This design comes from an exercise in tuning for small area and a short achievable clock period on the open sky130 flow, not from production work.
Where RTL was checked, it was by simulation tests only, not by an equivalence proof against the original.
No activity file was given, so power comes from the tool's default toggle rates.

==> module c_a21o, before the edit <==
module c_a21o(output y, input a1, a2, b1);
assign y = a1 & a2 | b1;
endmodule
==> module aomux8, before the edit <==
module aomux8(
    output y,
    input [7:0] s,
    input [7:0] r
    );
assign y = ~(~(s[0] & r[0] | s[1] & r[1]) & ~(s[2] & r[2] | s[3] & r[3]) &
             ~(s[4] & r[4] | s[5] & r[5]) & ~(s[6] & r[6] | s[7] & r[7]));
endmodule
==> module regmux8, before the edit <==
module regmux8(
    output [15:0] q,
    input [7:0] sel,
    input [15:0] r0, r1, r2, r3, r4, r5, r6, r7
    );
genvar i;
generate for (i = 0; i < 16; i = i + 1) begin : sl
  aomux8 u(q[i], sel, {r7[i], r6[i], r5[i], r4[i], r3[i], r2[i], r1[i], r0[i]});
end endgenerate
endmodule
==> module dbgmux, before the edit <==
module dbgmux(
    output [15:0] q,
    input [3:0] s,
    input [15:0] r0, r1, r2, r3, r4, r5, r6, r7, ir
    );
wire [8:0] hl, hh;
dbgdec decl_(hl, s);
dbgdec dech_(hh, s);
wire [15:0] t;
genvar i;
generate for (i = 0; i < 16; i = i + 1) begin : sl
  wire [8:0] h = i < 8 ? hl : hh;
  aomux8 u0(t[i], h[7:0], {r7[i], r6[i], r5[i], r4[i], r3[i], r2[i], r1[i], r0[i]});
  c_a21o u1(q[i], h[8], ir[i], t[i]);
end endgenerate
endmodule
export LEC_CHECK = 0
export CAP_MARGIN = 20
export CORE_MARGIN = 2
export CORE_UTILIZATION = 40
export CTS_BUF_LIST = sky130_fd_sc_hd__clkbuf_8
export SETUP_SLACK_MARGIN = 3.9
export SLEW_MARGIN = 20
export SYNTH_HIERARCHICAL = 1
create_clock -name core_clock -period 8.5 [get_ports {clk}]
standard.sh (not shown) runs the stock make flow with config.mk's settings and CLKGATE_MAP_FILE= SYNTH_SCRIPT=/design/flow/synth_recipe.tcl, a recipe that flattens the netlist after the stock synthesis.
==> flow/flow/run.sh <==
#!/bin/bash
# Own layout flow: the standard flow (standard synthesis, ORFS steps), with
#  - port buffers of the smallest buffer cell (every port still gets one),
#  - CTS without dummy clock loads.
# Each ORFS step writes its own log under orfs/logs/; make's output goes to make_finish.log.
set -euo pipefail
cd "$(dirname "$0")/.."
export BUFFER_PORTS_ARGS="-buffer_cell sky130_fd_sc_hd__buf_1"
export CTS_ARGS="-sink_clustering_enable -repair_clock_nets -buf_list sky130_fd_sc_hd__clkbuf_8 -dont_use_dummy_load"
bash standard.sh finish > make_finish.log 2>&1
Then changed:
--- a/flow/design.v
+++ b/flow/design.v
@@ -51,29 +51,22 @@
 assign y = ~(a & b & c);
 endmodule
 module c_nand4(output y, input a, b, c, d);
 assign y = ~(a & b & c & d);
 endmodule
-module c_a21o(output y, input a1, a2, b1);
-assign y = a1 & a2 | b1;
-endmodule
-module aomux8(
-    output y,
-    input [7:0] s,
-    input [7:0] r
-    );
-assign y = ~(~(s[0] & r[0] | s[1] & r[1]) & ~(s[2] & r[2] | s[3] & r[3]) &
-             ~(s[4] & r[4] | s[5] & r[5]) & ~(s[6] & r[6] | s[7] & r[7]));
-endmodule
 module regmux8(
     output [15:0] q,
     input [7:0] sel,
     input [15:0] r0, r1, r2, r3, r4, r5, r6, r7
     );
+wire [15:0] t0, t1, t2;
 genvar i;
 generate for (i = 0; i < 16; i = i + 1) begin : sl
-  aomux8 u(q[i], sel, {r7[i], r6[i], r5[i], r4[i], r3[i], r2[i], r1[i], r0[i]});
+  c_aoi222 u0(t0[i], sel[0], r0[i], sel[1], r1[i], sel[2], r2[i]);
+  c_aoi222 u1(t1[i], sel[3], r3[i], sel[4], r4[i], sel[5], r5[i]);
+  c_aoi22 u2(t2[i], sel[6], r6[i], sel[7], r7[i]);
+  c_nand3 u3(q[i], t0[i], t1[i], t2[i]);
 end endgenerate
 endmodule
 module bmux(
     output [15:0] q,
     input [7:0] sel,
@@ -101,17 +94,12 @@
     input [15:0] r0, r1, r2, r3, r4, r5, r6, r7, ir
     );
 wire [8:0] hl, hh;
 dbgdec decl_(hl, s);
 dbgdec dech_(hh, s);
-wire [15:0] t;
-genvar i;
-generate for (i = 0; i < 16; i = i + 1) begin : sl
-  wire [8:0] h = i < 8 ? hl : hh;
-  aomux8 u0(t[i], h[7:0], {r7[i], r6[i], r5[i], r4[i], r3[i], r2[i], r1[i], r0[i]});
-  c_a21o u1(q[i], h[8], ir[i], t[i]);
-end endgenerate
+dbgsel sell_(q[7:0], hl, r0[7:0], r1[7:0], r2[7:0], r3[7:0], r4[7:0], r5[7:0], r6[7:0], r7[7:0], ir[7:0]);
+dbgsel selh_(q[15:8], hh, r0[15:8], r1[15:8], r2[15:8], r3[15:8], r4[15:8], r5[15:8], r6[15:8], r7[15:8], ir[15:8]);
 endmodule
 module dbgdec(
     output [8:0] h,
     input [3:0] s
     );
@@ -122,10 +110,20 @@
 assign h[4] = s == 4'd4;
 assign h[5] = s == 4'd5;
 assign h[6] = s == 4'd6;
 assign h[7] = s == 4'd7;
 assign h[8] = s == 4'd8;
+endmodule
+module dbgsel(
+    output [7:0] q,
+    input [8:0] h,
+    input [7:0] r0, r1, r2, r3, r4, r5, r6, r7, ir
+    );
+assign q =
+  {8{h[0]}} & r0 | {8{h[1]}} & r1 | {8{h[2]}} & r2 | {8{h[3]}} & r3 |
+  {8{h[4]}} & r4 | {8{h[5]}} & r5 | {8{h[6]}} & r6 | {8{h[7]}} & r7 |
+  {8{h[8]}} & ir;
 endmodule
 module arm16_core(
     input clk,
     input rst,
     output [15:0] mem_addr,
Result: Clock-buffer cell count is unchanged. Routed wire length drops slightly. Sequential cell count is unchanged. Maximum frequency climbs slightly. Clock skew drops by 0.013 ns. Global-route usage drops by 0.29 points. Design area drops slightly. Sequential share of layout area climbs by 0.48 points. Hold slack got worse by 0.026 ns. Total power drops slightly. Register-to-register slack is about the same. Core utilization drops by 0.92 points. Area after synthesis climbs slightly. Via count drops by a few percent.
No functional check of the RTL was part of the first run of this note.

* * *

main:
Another version of the RTL of arm16_core (not shown whole).
Size: roughly 170 flip-flops.
==> module c_aoi222, before the edit <==
module c_aoi222(output y, input a1, a2, b1, b2, c1, c2);
assign y = ~(a1 & a2 | b1 & b2 | c1 & c2);
endmodule
==> module c_aoi22, before the edit <==
module c_aoi22(output y, input a1, a2, b1, b2);
assign y = ~(a1 & a2 | b1 & b2);
endmodule
==> module c_nand3, before the edit <==
module c_nand3(output y, input a, b, c);
assign y = ~(a & b & c);
endmodule
==> module c_nand4, before the edit <==
module c_nand4(output y, input a, b, c, d);
assign y = ~(a & b & c & d);
endmodule
==> module regmux8, before the edit <==
module regmux8(
    output [15:0] q,
    input [7:0] sel,
    input [15:0] r0, r1, r2, r3, r4, r5, r6, r7
    );
wire [15:0] t0, t1, t2;
genvar i;
generate for (i = 0; i < 16; i = i + 1) begin : sl
  c_aoi222 u0(t0[i], sel[0], r0[i], sel[1], r1[i], sel[2], r2[i]);
  c_aoi222 u1(t1[i], sel[3], r3[i], sel[4], r4[i], sel[5], r5[i]);
  c_aoi22 u2(t2[i], sel[6], r6[i], sel[7], r7[i]);
  c_nand3 u3(q[i], t0[i], t1[i], t2[i]);
end endgenerate
endmodule
==> module bmux, before the edit <==
module bmux(
    output [15:0] q,
    input [7:0] sel,
    input [15:0] r0, r1, r2, r3, r4, r5, r6, r7,
    input [15:0] k,
    input [15:0] x,
    input two_n
    );
wire [15:0] t0, t1, t2;
genvar i;
generate for (i = 0; i < 16; i = i + 1) begin : sl
  c_aoi222 u0(t0[i], sel[0], r0[i], sel[1], r1[i], sel[2], r2[i]);
  c_aoi222 u1(t1[i], sel[3], r3[i], sel[4], r4[i], sel[5], r5[i]);
  c_aoi222 u2(t2[i], sel[6], r6[i], sel[7], r7[i], k[i], x[i]);
  if (i == 1) begin : two
    c_nand4 u3(q[i], t0[i], t1[i], t2[i], two_n);
  end else begin : one
    c_nand3 u3(q[i], t0[i], t1[i], t2[i]);
  end
end endgenerate
endmodule
==> module arm16_core, before the edit <==
module arm16_core(
    input clk,
    input rst,
    output [15:0] mem_addr,
    input [15:0] mem_rdata,
    input [3:0] dbg_sel,
    output [15:0] dbg,
    output exec
    );
reg ex;
reg [15:0] ir;
reg [15:0] r0, r1, r2, r3, r4, r5, r6, r7;
reg [7:0] asel;             
reg [7:0] bsel;             
reg bk_lo, bk_mid, bk_hi;   
reg inv, cin, ar, la;       
assign exec = ex;
assign mem_addr = r7;
wire [15:0] m = mem_rdata;
wire m_b = m[15:13] == 3'b110;
wire m_alui = m[15:14] == 2'b10;
wire m_a7 = m_b | (m[15:11] == 5'b11100 & m[7:4] == 4'b1111);
wire [2:0] m_asel = m_a7 ? 3'd7 : m[10:8];
wire m_breg = m[15:13] == 3'b111 & m[12:11] != 2'b00;
wire m_bk8 = m[15:14] != 2'b11;
wire m_bk4 = m[15:11] == 5'b11100;
wire [2:0] m_op = m_alui ? m[13:11] : m_b ? 3'd4 : m[6:4];
wire m_anone = m_op == 3'd0 | m_op == 3'd2;   
wire fetch_next = rst | ex;   
always @(posedge clk) begin
  ex <= ~rst & ~ex;
  if (fetch_next) begin
    asel <= 8'h80;            
    bsel <= 8'h00;
    bk_lo <= 1'b0;
    bk_mid <= 1'b0;
    bk_hi <= 1'b0;
    inv <= 1'b0;
    cin <= 1'b0;
    ar <= 1'b1;
    la <= 1'b0;
  end else begin
    asel <= m_anone ? 8'h00 : 8'h01 << m_asel;
    bsel <= m_breg ? 8'h01 << m[2:0] : 8'h00;
    bk_lo <= m_bk8 | m_b | m_bk4;
    bk_mid <= m_bk8 | m_b;
    bk_hi <= m_b;
    inv <= m_op == 3'd2 | m_op == 3'd6 | m_op == 3'd7;
    cin <= m_op == 3'd6;
    ar <= m_op[2];
    la <= m_op == 3'd1;
  end
end
wire [15:0] a;
regmux8 amux_(a, asel, r0, r1, r2, r3, r4, r5, r6, r7);
wire [15:0] b;
bmux bmux_(b, bsel, r0, r1, r2, r3, r4, r5, r6, r7,
  {{8{bk_hi}}, {4{bk_mid}}, {4{bk_lo}}}, {{8{ir[8]}}, ir[7:0]}, ex);
wire [15:0] y;
ALU alu_(y, a, b, inv, cin, ar, la);
wire [15:0] wd = rst ? 16'h0 : y;
wire [2:0] dst = ir[15:14] == 2'b10 ? ir[10:8] : 3'd7;
wire we = ex & ~rst;
always @(posedge clk) begin
  if (rst | ~ex) ir <= rst ? 16'h0 : mem_rdata;
  if (rst | we & dst == 3'd0) r0 <= wd;
  if (rst | we & dst == 3'd1) r1 <= wd;
  if (rst | we & dst == 3'd2) r2 <= wd;
  if (rst | we & dst == 3'd3) r3 <= wd;
  if (rst | we & dst == 3'd4) r4 <= wd;
  if (rst | we & dst == 3'd5) r5 <= wd;
  if (rst | we & dst == 3'd6) r6 <= wd;
  if (rst | ~ex | we & dst == 3'd7) r7 <= wd;
end
dbgmux dbg_(dbg, dbg_sel, r0, r1, r2, r3, r4, r5, r6, r7, ir);
endmodule
export LEC_CHECK = 0
export CAP_MARGIN = 20
export CORE_MARGIN = 2
export CORE_UTILIZATION = 40
export CTS_BUF_LIST = sky130_fd_sc_hd__clkbuf_8
export SETUP_SLACK_MARGIN = 4.3
export SLEW_MARGIN = 20
export SYNTH_HIERARCHICAL = 1
create_clock -name core_clock -period 8.5 [get_ports {clk}]
run.sh (not shown) runs the stock make flow with config.mk's settings and CLKGATE_MAP_FILE= SYNTH_SCRIPT=/design/flow/synth_recipe.tcl, a recipe that flattens the netlist after the stock synthesis.
Stock flow here: none of the scripts above is used.
diff inputs: main => the feature branch
--- a/flow/design.v
+++ b/flow/design.v
@@ -38,58 +38,20 @@
     assign g4[i] = g3[i];
   end
 end endgenerate
 wire [15:0] c = {g4[14:0], cin};   
 assign s = la ? g : p ^ (c & {16{ar}});
 endmodule
-module c_aoi222(output y, input a1, a2, b1, b2, c1, c2);
-assign y = ~(a1 & a2 | b1 & b2 | c1 & c2);
-endmodule
-module c_aoi22(output y, input a1, a2, b1, b2);
-assign y = ~(a1 & a2 | b1 & b2);
-endmodule
-module c_nand3(output y, input a, b, c);
-assign y = ~(a & b & c);
-endmodule
-module c_nand4(output y, input a, b, c, d);
-assign y = ~(a & b & c & d);
-endmodule
 module regmux8(
     output [15:0] q,
     input [7:0] sel,
     input [15:0] r0, r1, r2, r3, r4, r5, r6, r7
     );
-wire [15:0] t0, t1, t2;
-genvar i;
-generate for (i = 0; i < 16; i = i + 1) begin : sl
-  c_aoi222 u0(t0[i], sel[0], r0[i], sel[1], r1[i], sel[2], r2[i]);
-  c_aoi222 u1(t1[i], sel[3], r3[i], sel[4], r4[i], sel[5], r5[i]);
-  c_aoi22 u2(t2[i], sel[6], r6[i], sel[7], r7[i]);
-  c_nand3 u3(q[i], t0[i], t1[i], t2[i]);
-end endgenerate
-endmodule
-module bmux(
-    output [15:0] q,
-    input [7:0] sel,
-    input [15:0] r0, r1, r2, r3, r4, r5, r6, r7,
-    input [15:0] k,
-    input [15:0] x,
-    input two_n
-    );
-wire [15:0] t0, t1, t2;
-genvar i;
-generate for (i = 0; i < 16; i = i + 1) begin : sl
-  c_aoi222 u0(t0[i], sel[0], r0[i], sel[1], r1[i], sel[2], r2[i]);
-  c_aoi222 u1(t1[i], sel[3], r3[i], sel[4], r4[i], sel[5], r5[i]);
-  c_aoi222 u2(t2[i], sel[6], r6[i], sel[7], r7[i], k[i], x[i]);
-  if (i == 1) begin : two
-    c_nand4 u3(q[i], t0[i], t1[i], t2[i], two_n);
-  end else begin : one
-    c_nand3 u3(q[i], t0[i], t1[i], t2[i]);
-  end
-end endgenerate
+assign q =
+  {16{sel[0]}} & r0 | {16{sel[1]}} & r1 | {16{sel[2]}} & r2 | {16{sel[3]}} & r3 |
+  {16{sel[4]}} & r4 | {16{sel[5]}} & r5 | {16{sel[6]}} & r6 | {16{sel[7]}} & r7;
 endmodule
 module dbgmux(
     output [15:0] q,
     input [3:0] s,
     input [15:0] r0, r1, r2, r3, r4, r5, r6, r7, ir
     );
@@ -171,17 +133,17 @@
     inv <= m_op == 3'd2 | m_op == 3'd6 | m_op == 3'd7;
     cin <= m_op == 3'd6;
     ar <= m_op[2];
     la <= m_op == 3'd1;
   end
 end
-wire [15:0] a;
+wire [15:0] a, rb;
 regmux8 amux_(a, asel, r0, r1, r2, r3, r4, r5, r6, r7);
-wire [15:0] b;
-bmux bmux_(b, bsel, r0, r1, r2, r3, r4, r5, r6, r7,
-  {{8{bk_hi}}, {4{bk_mid}}, {4{bk_lo}}}, {{8{ir[8]}}, ir[7:0]}, ex);
+regmux8 bmux_(rb, bsel, r0, r1, r2, r3, r4, r5, r6, r7);
+wire [15:0] imm = {{7{bk_hi & ir[8]}}, bk_hi & ir[8], {4{bk_mid}} & ir[7:4], {4{bk_lo}} & ir[3:0]};
+wire [15:0] b = rb | imm | {14'd0, ~ex, 1'b0};
 wire [15:0] y;
 ALU alu_(y, a, b, inv, cin, ar, la);
 wire [15:0] wd = rst ? 16'h0 : y;
 wire [2:0] dst = ir[15:14] == 2'b10 ? ir[10:8] : 3'd7;
 wire we = ex & ~rst;
 always @(posedge clk) begin
--- outcome ---
- Compared with main, number of vias per cell in the feature branch decreased by a few percent.
- Diff main -> the feature branch: starting utilization of the core area now sits higher; clock share of power now sits higher; row count now sits higher; routed via count now sits higher.
- The area of the die number comes out lower for main vs the feature branch.
- Changes observed in the feature branch relative to main: sequential share of layout area fell 0.88 points, minimum clock period fell 85 ps.
- The feature branch: iteration count of the initial detailed-routing pass lower than main
- Between the feature branch and main, the relative area of clock buffers and inverters in the final design does not differ in any meaningful way.
- Summary of the comparison: worst slack after detailed placement is lower in the feature branch, relative to main.
No run of this note included a check of the RTL's function; only the layout flow was run.

-- what the ideal ports hide --
In the flow no input, the clock included, has a driving cell. The finished layouts below were timed again as built, in two steps. Step 1: set_driving_cell puts a clkbuf_16 on clk and a buf_2 on each other input, an assumption about the parent block. Step 2, shift: input delay + t, output delay - t, t = (earliest + latest rising clock arrival at the registers) / 2. This alone moves slack from input paths to output paths. Slacks: ideal ports / drivers / drivers and shift; pairs: ideal ports / drivers.
run | shift t [ns] | setup slack, ns | hold WS [ns] | worst setup path after step 2 | cell pins on the clock port's net
the first run of note 1 | 0.496 | 3.841 / 3.734 / 3.734 | 0.947 / 0.947 / 0.947 | input to output | 1
the second run of note 1 | 0.489 | 3.915 / 3.774 / 3.774 | 0.921 / 0.921 / 0.921 | input to output | 1
main | 0.518 | 3.793 / 3.693 / 3.693 | 0.895 / 0.895 / 0.895 | input to output | 1
the feature branch | 0.516 | 3.877 / 3.737 / 3.737 | 0.908 / 0.908 / 0.908 | input to output | 1
After both steps every run listed still meets setup and hold. The setup slack of the second run of note 1, which loses most, moves by -0.141 ns with the drivers and by -0.141 ns with both steps.
